Context: an optimization exercise on an open-source flow, tuned for small area. The choices shown serve that exercise and are no tape-out recipe.
In this exercise RTL edits were held to simulation tests only and were not proved equivalent to the original.
The flow treats the clock pin as an ideal source. Dropping or thinning the clock tree relies on that and would not hold on a real chip.
No activity file was given, so power comes from the tool's default toggle rates.

## top_digital_clock
module top_digital_clock (
    input  logic clk_50mhz,
    input  logic rst_n,
    input  logic btn_set_n,
    input  logic btn_sel_n,
    input  logic btn_inc_n,
    output logic [7:0] seg_out,
    output logic [7:0] an_out
);
    logic [5:0] lo;
    logic [2:0] mid;
    logic [5:0] hi;
    wire z5 = (lo[4:0] == 5'd0);
    wire c6 = lo[5] & z5;
    wire c9 = c6 & (&mid);
    always_ff @(posedge clk_50mhz or negedge rst_n)
        if (!rst_n) begin
            lo <= '0; mid <= '0; hi <= '0;
        end else begin
            lo <= {lo[4:0], lo[5] ^ lo[4] ^ z5};
            if (c6) mid <= mid + 3'd1;
            if (c9) hi  <= hi + 6'd1;
        end
    wire tick  = c9 & (&hi);
    wire blink = hi[5];
    wire [2:0] sel = mid;
    wire set_p, sel_p, inc_p;
    debouncer u_db_set (.clk(clk_50mhz), .rst_n(rst_n), .btn_n(btn_set_n), .pulse(set_p));
    debouncer u_db_sel (.clk(clk_50mhz), .rst_n(rst_n), .btn_n(btn_sel_n), .pulse(sel_p));
    debouncer u_db_inc (.clk(clk_50mhz), .rst_n(rst_n), .btn_n(btn_inc_n), .pulse(inc_p));
    logic [1:0] st;
    wire run = (st == 2'd0);
    always_ff @(posedge clk_50mhz or negedge rst_n)
        if (!rst_n)       st <= 2'd0;
        else if (set_p)   st <= run ? 2'd1 : 2'd0;
  ...
For scale: about 310 cells after synthesis, ~3100 um2 of cells after synthesis.
export LEC_CHECK = 0
export ABC_AREA = 1
export CAP_MARGIN = 20
export CORE_MARGIN = 2
export CORE_UTILIZATION = 70
export PLACE_DENSITY = 0.9
export SLEW_MARGIN = 20
create_clock -name core_clock -period 10.0 [get_ports {clk_50mhz}]
standard.sh (not shown) runs the stock make flow with config.mk's settings and CLKGATE_MAP_FILE= SYNTH_SCRIPT=/design/flow/synth_recipe.tcl, a recipe that flattens the netlist after the stock synthesis.
==> flow/flow/run.sh <==
#!/bin/bash
# Own layout flow: the standard layout (standard.sh) with three changes.
#  1. After the standard synthesis, the combinational logic is re-mapped by
#     ABC for area (flow/resynth.sh); every flip-flop stays as synthesised.
#  2. Ports are buffered with buf_1 cells.
#  3. The clock tree is a few hand-placed clock buffers (flow/clock_buffers.tcl,
#     run as the CTS step's PRE hook) in place of CTS's H-tree.
# Each tool's output goes to a log file of its own in this folder.
set -euo pipefail
W=$(pwd)
R=$W/orfs/results/sky130hd/top_digital_clock/base
export BUFFER_PORTS_ARGS="-buffer_cell sky130_fd_sc_hd__buf_1"
export PRE_CTS_TCL=$W/flow/clock_buffers.tcl
export CLK_NBUF=${CLK_NBUF:-4}
export CLK_BUF_CELL=${CLK_BUF_CELL:-sky130_fd_sc_hd__clkbuf_8}
bash standard.sh synth > synth.log 2>&1
cp $R/1_2_yosys.v $W/standard_synth.v
bash flow/resynth.sh $W/standard_synth.v $W/resynth.v $W > resynth.log 2>&1
cp $W/resynth.v $R/1_2_yosys.v
touch $R/1_2_yosys.v
bash standard.sh > layout.log 2>&1
==> flow/flow/abc/a2.abc <==
strash
dc2
dc2
dch -f
amap
strash
dc2
dch -f
amap
==> flow/flow/abc/d1.abc <==
strash
&get -n
&deepsyn -T 20 -S 1
&put
dc2
dch -f
amap
==> flow/flow/abc/d13.abc <==
strash
&get -n
&deepsyn -T 20 -S 13
&put
dc2
dch -f
amap
==> flow/flow/abc/d29.abc <==
strash
&get -n
&deepsyn -T 20 -S 29
&put
dc2
dch -f
amap
==> flow/flow/abc/d42.abc <==
strash
&get -n
&deepsyn -T 20 -S 42
&put
dc2
dch -f
amap
==> flow/flow/abc/d7.abc <==
strash
&get -n
&deepsyn -T 20 -S 7
&put
dc2
dch -f
amap
==> flow/flow/abc/d77.abc <==
strash
&get -n
&deepsyn -T 20 -S 77
&put
dc2
dch -f
amap
==> flow/flow/clock_buffers.tcl <==
# Replaces CTS's tree: the flip-flops' clock pins are grouped by position
# (k-means, CLK_NBUF groups) and each group is driven by one clock buffer
# placed at its centre. The clock port then drives only those buffers.
set nbuf [expr {[info exists ::env(CLK_NBUF)] ? $::env(CLK_NBUF) : 2}]
set bufcell [expr {[info exists ::env(CLK_BUF_CELL)] ? $::env(CLK_BUF_CELL) : "sky130_fd_sc_hd__clkbuf_8"}]
set block [ord::get_db_block]
set master [[ord::get_db] findMaster $bufcell]
set clknet [$block findNet clk_50mhz]
set items {}
foreach it [$clknet getITerms] {
  set loc [[$it getInst] getLocation]
  lappend items [list [lindex $loc 0] [lindex $loc 1] $it]
}
set n [llength $items]
puts "clock_buffers: $n clock pins, $nbuf x $bufcell"
# k-means, seeded with points spread along the sorted x order
set items [lsort -integer -index 0 $items]
set cent {}
for {set b 0} {$b < $nbuf} {incr b} {
  set e [lindex $items [expr {(2 * $b + 1) * $n / (2 * $nbuf)}]]
  lappend cent [list [lindex $e 0] [lindex $e 1]]
}
for {set iter 0} {$iter < 50} {incr iter} {
  # balanced assignment: nearest centre first, at most cap pins per buffer
  set cap [expr {($n + $nbuf - 1) / $nbuf}]
  set pairs {}
  set i 0
  foreach e $items {
    for {set b 0} {$b < $nbuf} {incr b} {
      set c [lindex $cent $b]
      lappend pairs [list [expr {abs([lindex $e 0] - [lindex $c 0]) + abs([lindex $e 1] - [lindex $c 1])}] $i $b]
    }
    incr i
  }
  for {set b 0} {$b < $nbuf} {incr b} { set grp($b) {}; set cnt($b) 0 }
  array unset done
  foreach pr [lsort -integer -index 0 $pairs] {
    lassign $pr d i b
    if {[info exists done($i)] || $cnt($b) >= $cap} continue
    set done($i) 1
    incr cnt($b)
    lappend grp($b) [lindex $items $i]
  }
  set newc {}
  for {set b 0} {$b < $nbuf} {incr b} {
    set sx 0; set sy 0; set k [llength $grp($b)]
    if {$k == 0} { lappend newc [lindex $cent $b]; continue }
    foreach e $grp($b) { incr sx [lindex $e 0]; incr sy [lindex $e 1] }
    lappend newc [list [expr {$sx / $k}] [expr {$sy / $k}]]
  }
  if {$newc eq $cent} break
  set cent $newc
}
for {set b 0} {$b < $nbuf} {incr b} {
  if {[llength $grp($b)] == 0} continue
  set c [lindex $cent $b]
  set inst [odb::dbInst_create $block $master "clkbuf_hand_$b"]
  set net [odb::dbNet_create $block "clknet_hand_$b"]
  $net setSigType CLOCK
  foreach e $grp($b) {
    set it [lindex $e 2]
    $it disconnect
    $it connect $net
  }
  [$inst findITerm A] connect $clknet
  [$inst findITerm X] connect $net
  $inst setLocation [lindex $c 0] [lindex $c 1]
  $inst setPlacementStatus PLACED
  puts "clock_buffers: clkbuf_hand_$b drives [llength $grp($b)] pins at $c"
}
proc clock_tree_synthesis { args } {
  puts "clock_tree_synthesis skipped: clock buffers placed by clock_buffers.tcl"
}
==> flow/flow/resynth.sh <==
#!/bin/bash
# usage: resynth.sh IN.v OUT.v LOGDIR
# Re-maps the combinational logic of the standard synthesis netlist with ABC,
# area-oriented, keeping every flip-flop instance (name, cell type and
# connections) as it is. Tries the ABC scripts in flow/abc/*.abc and keeps
# the smallest result.
set -euo pipefail
IN=$1; OUT=$2; LOGDIR=$3
HERE=$(cd "$(dirname "$0")" && pwd)
YOSYS=$(command -v yosys || echo $FLOW_HOME/../tools/install/yosys/bin/yosys)
LIB=$FLOW_HOME/platforms/sky130hd/lib/sky130_fd_sc_hd__tt_025C_1v80.lib
TMP=$LOGDIR/resynth_tmp
mkdir -p $TMP
python3 $HERE/gen_map.py $LIB > $TMP/comb_map.v
DU=""
for c in $(sed -n '/DONT_USE_CELLS +=/,/^$/p' $FLOW_HOME/platforms/sky130hd/config.mk | tr -d '\\' | grep -o 'sky130_fd_sc_hd__[a-z0-9_]*'); do DU="$DU -dont_use $c"; done
run_one() {
  local s=$1 n
  n=$(basename $s .abc)
  $YOSYS -p "
read_liberty -lib $LIB
read_verilog $IN
hierarchy -top top_digital_clock
techmap -map $TMP/comb_map.v
techmap
opt -purge
abc -liberty $LIB $DU -script $s
opt_clean -purge
hilomap -singleton -hicell sky130_fd_sc_hd__conb_1 HI -locell sky130_fd_sc_hd__conb_1 LO
insbuf -buf sky130_fd_sc_hd__buf_4 A X
splitnets
opt_clean -purge
tee -o $TMP/$n.stat stat -liberty $LIB
write_verilog -noattr -noexpr -nohex -nodec $TMP/$n.v
" > $LOGDIR/resynth_$n.log 2>&1 || echo "resynth: $n failed"
}
jobs_max=${NUM_CORES:-4}
for s in $HERE/abc/*.abc; do
  while (( $(jobs -rp | wc -l) >= jobs_max )); do sleep 1; done
  run_one $s &
done
wait
best=""; besta=""
for s in $HERE/abc/*.abc; do
  n=$(basename $s .abc)
  [[ -f $TMP/$n.stat && -f $TMP/$n.v ]] || continue
  a=$(grep "Chip area" $TMP/$n.stat | awk '{print $NF}')
  echo "resynth: $n area $a"
  if [[ -z "$besta" ]] || python3 -c "import sys; sys.exit(0 if $a < $besta else 1)"; then best=$n; besta=$a; fi
done
[[ -n "$best" ]] || { echo "resynth: no result"; exit 1; }
echo "resynth: using $best ($besta)"
cp $TMP/$best.v $OUT
Other scripts of this flow, unchanged in this note and not shown: flow/flow/abc/a1.abc, flow/flow/gen_map.py
Next try:
==> flow/flow/abc/a2.abc (replaced) <==
strash
dch -f
amap
==> flow/flow/abc/a3.abc (new file) <==
strash
&get -n
&deepsyn -T 30
&put
dch -f
amap
==> flow/flow/abc/a4.abc (new file) <==
strash
ifraig
dc2
dch -f
amap
--- a/flow/flow/resynth.sh
+++ b/flow/flow/resynth.sh
@@ -17,2 +17,2 @@
-run_one() {
-  local s=$1 n
+best=""; besta=""
+for s in $HERE/abc/*.abc; do
@@ -35,12 +35 @@
-" > $LOGDIR/resynth_$n.log 2>&1 || echo "resynth: $n failed"
-}
-jobs_max=${NUM_CORES:-4}
-for s in $HERE/abc/*.abc; do
-  while (( $(jobs -rp | wc -l) >= jobs_max )); do sleep 1; done
-  run_one $s &
-done
-wait
-best=""; besta=""
-for s in $HERE/abc/*.abc; do
-  n=$(basename $s .abc)
-  [[ -f $TMP/$n.stat && -f $TMP/$n.v ]] || continue
+" > $LOGDIR/resynth_$n.log 2>&1 || { echo "resynth: $n failed"; continue; }
--- a/flow/config.mk
+++ b/flow/config.mk
@@ -12 +11,0 @@
-export PLACE_DENSITY = 0.9
removed: flow/flow/abc/d1.abc
removed: flow/flow/abc/d13.abc
removed: flow/flow/abc/d29.abc
removed: flow/flow/abc/d42.abc
removed: flow/flow/abc/d7.abc
removed: flow/flow/abc/d77.abc
After rerunning:
- final cell count climbs by 2.1%
- synthesized area rose by 0.81%
- wire length drops by 3.8%
- die area is higher by 0.77%
- clock power is about the same
- sequential share of layout area shrinks by 0.46 points
Next try:
--- a/flow/flow/run.sh
+++ b/flow/flow/run.sh
@@ -14,2 +14,2 @@
-export CLK_NBUF=${CLK_NBUF:-4}
-export CLK_BUF_CELL=${CLK_BUF_CELL:-sky130_fd_sc_hd__clkbuf_8}
+export CLK_NBUF=${CLK_NBUF:-3}
+export CLK_BUF_CELL=${CLK_BUF_CELL:-sky130_fd_sc_hd__clkbuf_16}
--- a/flow/config.mk
+++ b/flow/config.mk
@@ -11 +11 @@
-export CORE_UTILIZATION = 70
+export CORE_UTILIZATION = 40
=>
- clock skew shrinks by 0.0037 ns
- global-route usage shrinks by 9.6 points
- register-to-register slack gets better by 0.11 ns
- setup slack gets better by 0.023 ns
- wire length grows by 2.7%
- die area grows by 70%
- final cell count grows by 13%
- cell area grows by 2.5%
- power grows by 4.4%
- critical path depth is unchanged
Next try:
==> flow/flow/abc/a2.abc (replaced) <==
strash
dc2
dc2
dch -f
amap
strash
dc2
dch -f
amap
==> flow/flow/abc/d1.abc (new file) <==
strash
&get -n
&deepsyn -T 20 -S 1
&put
dc2
dch -f
amap
==> flow/flow/abc/d13.abc (new file) <==
strash
&get -n
&deepsyn -T 20 -S 13
&put
dc2
dch -f
amap
==> flow/flow/abc/d29.abc (new file) <==
strash
&get -n
&deepsyn -T 20 -S 29
&put
dc2
dch -f
amap
==> flow/flow/abc/d42.abc (new file) <==
strash
&get -n
&deepsyn -T 20 -S 42
&put
dc2
dch -f
amap
==> flow/flow/abc/d7.abc (new file) <==
strash
&get -n
&deepsyn -T 20 -S 7
&put
dc2
dch -f
amap
==> flow/flow/abc/d77.abc (new file) <==
strash
&get -n
&deepsyn -T 20 -S 77
&put
dc2
dch -f
amap
--- a/flow/flow/resynth.sh
+++ b/flow/flow/resynth.sh
@@ -17,2 +17,2 @@
-best=""; besta=""
-for s in $HERE/abc/*.abc; do
+run_one() {
+  local s=$1 n
@@ -35 +35,12 @@
-" > $LOGDIR/resynth_$n.log 2>&1 || { echo "resynth: $n failed"; continue; }
+" > $LOGDIR/resynth_$n.log 2>&1 || echo "resynth: $n failed"
+}
+jobs_max=${NUM_CORES:-4}
+for s in $HERE/abc/*.abc; do
+  while (( $(jobs -rp | wc -l) >= jobs_max )); do sleep 1; done
+  run_one $s &
+done
+wait
+best=""; besta=""
+for s in $HERE/abc/*.abc; do
+  n=$(basename $s .abc)
+  [[ -f $TMP/$n.stat && -f $TMP/$n.v ]] || continue
--- a/flow/config.mk
+++ b/flow/config.mk
@@ -11 +11 @@
-export CORE_UTILIZATION = 40
+export CORE_UTILIZATION = 70
removed: flow/flow/abc/a3.abc
removed: flow/flow/abc/a4.abc
After rerunning: Synthesized area is lower slightly. Global-route usage climbs by 8.5 points. Worst setup slack is worse by 0.12 ns. Critical path depth grows by 2.
In every run of this note, the design's own scripts or RTL, not TritonCTS, make the clock network.

==> re-timing with driven ports <==
The flow's constraints put no driver on any port. The routed layouts listed below were extracted and timed again, unchanged, in two steps.
Step 1 (the two cells are an assumption about what drives the block):
set clk [get_ports {clk_50mhz}]
set_driving_cell -lib_cell sky130_fd_sc_hd__clkbuf_16 $clk
set_driving_cell -lib_cell sky130_fd_sc_hd__buf_2 [delete_from_list [all_inputs] $clk]
Step 2 adds t to the input delays and takes it off the output delays; t is the mean of the earliest and latest rising clock arrival at the registers after step 1. Input paths then give back, and output paths get back, about the clock's delay inside the block.
a / b / c = ideal / step 1 / step 2; a / b = the first two.
run | t (ns) | slack for setup (ns) | worst hold slack (ns) | cell pins on the clock port's net
the first run | 0.222 | 5.411 / 5.352 / 5.574 | 0.385 / 0.385 / 0.385 | 4
the second run | 0.215 | 5.568 / 5.515 / 5.730 | 0.385 / 0.385 / 0.385 | 4
the third run | 0.216 | 5.591 / 5.531 / 5.747 | 0.385 / 0.385 / 0.385 | 3
the fourth run | 0.213 | 5.476 / 5.417 / 5.630 | 0.393 / 0.393 / 0.393 | 3
After both steps every run listed still meets setup and hold.
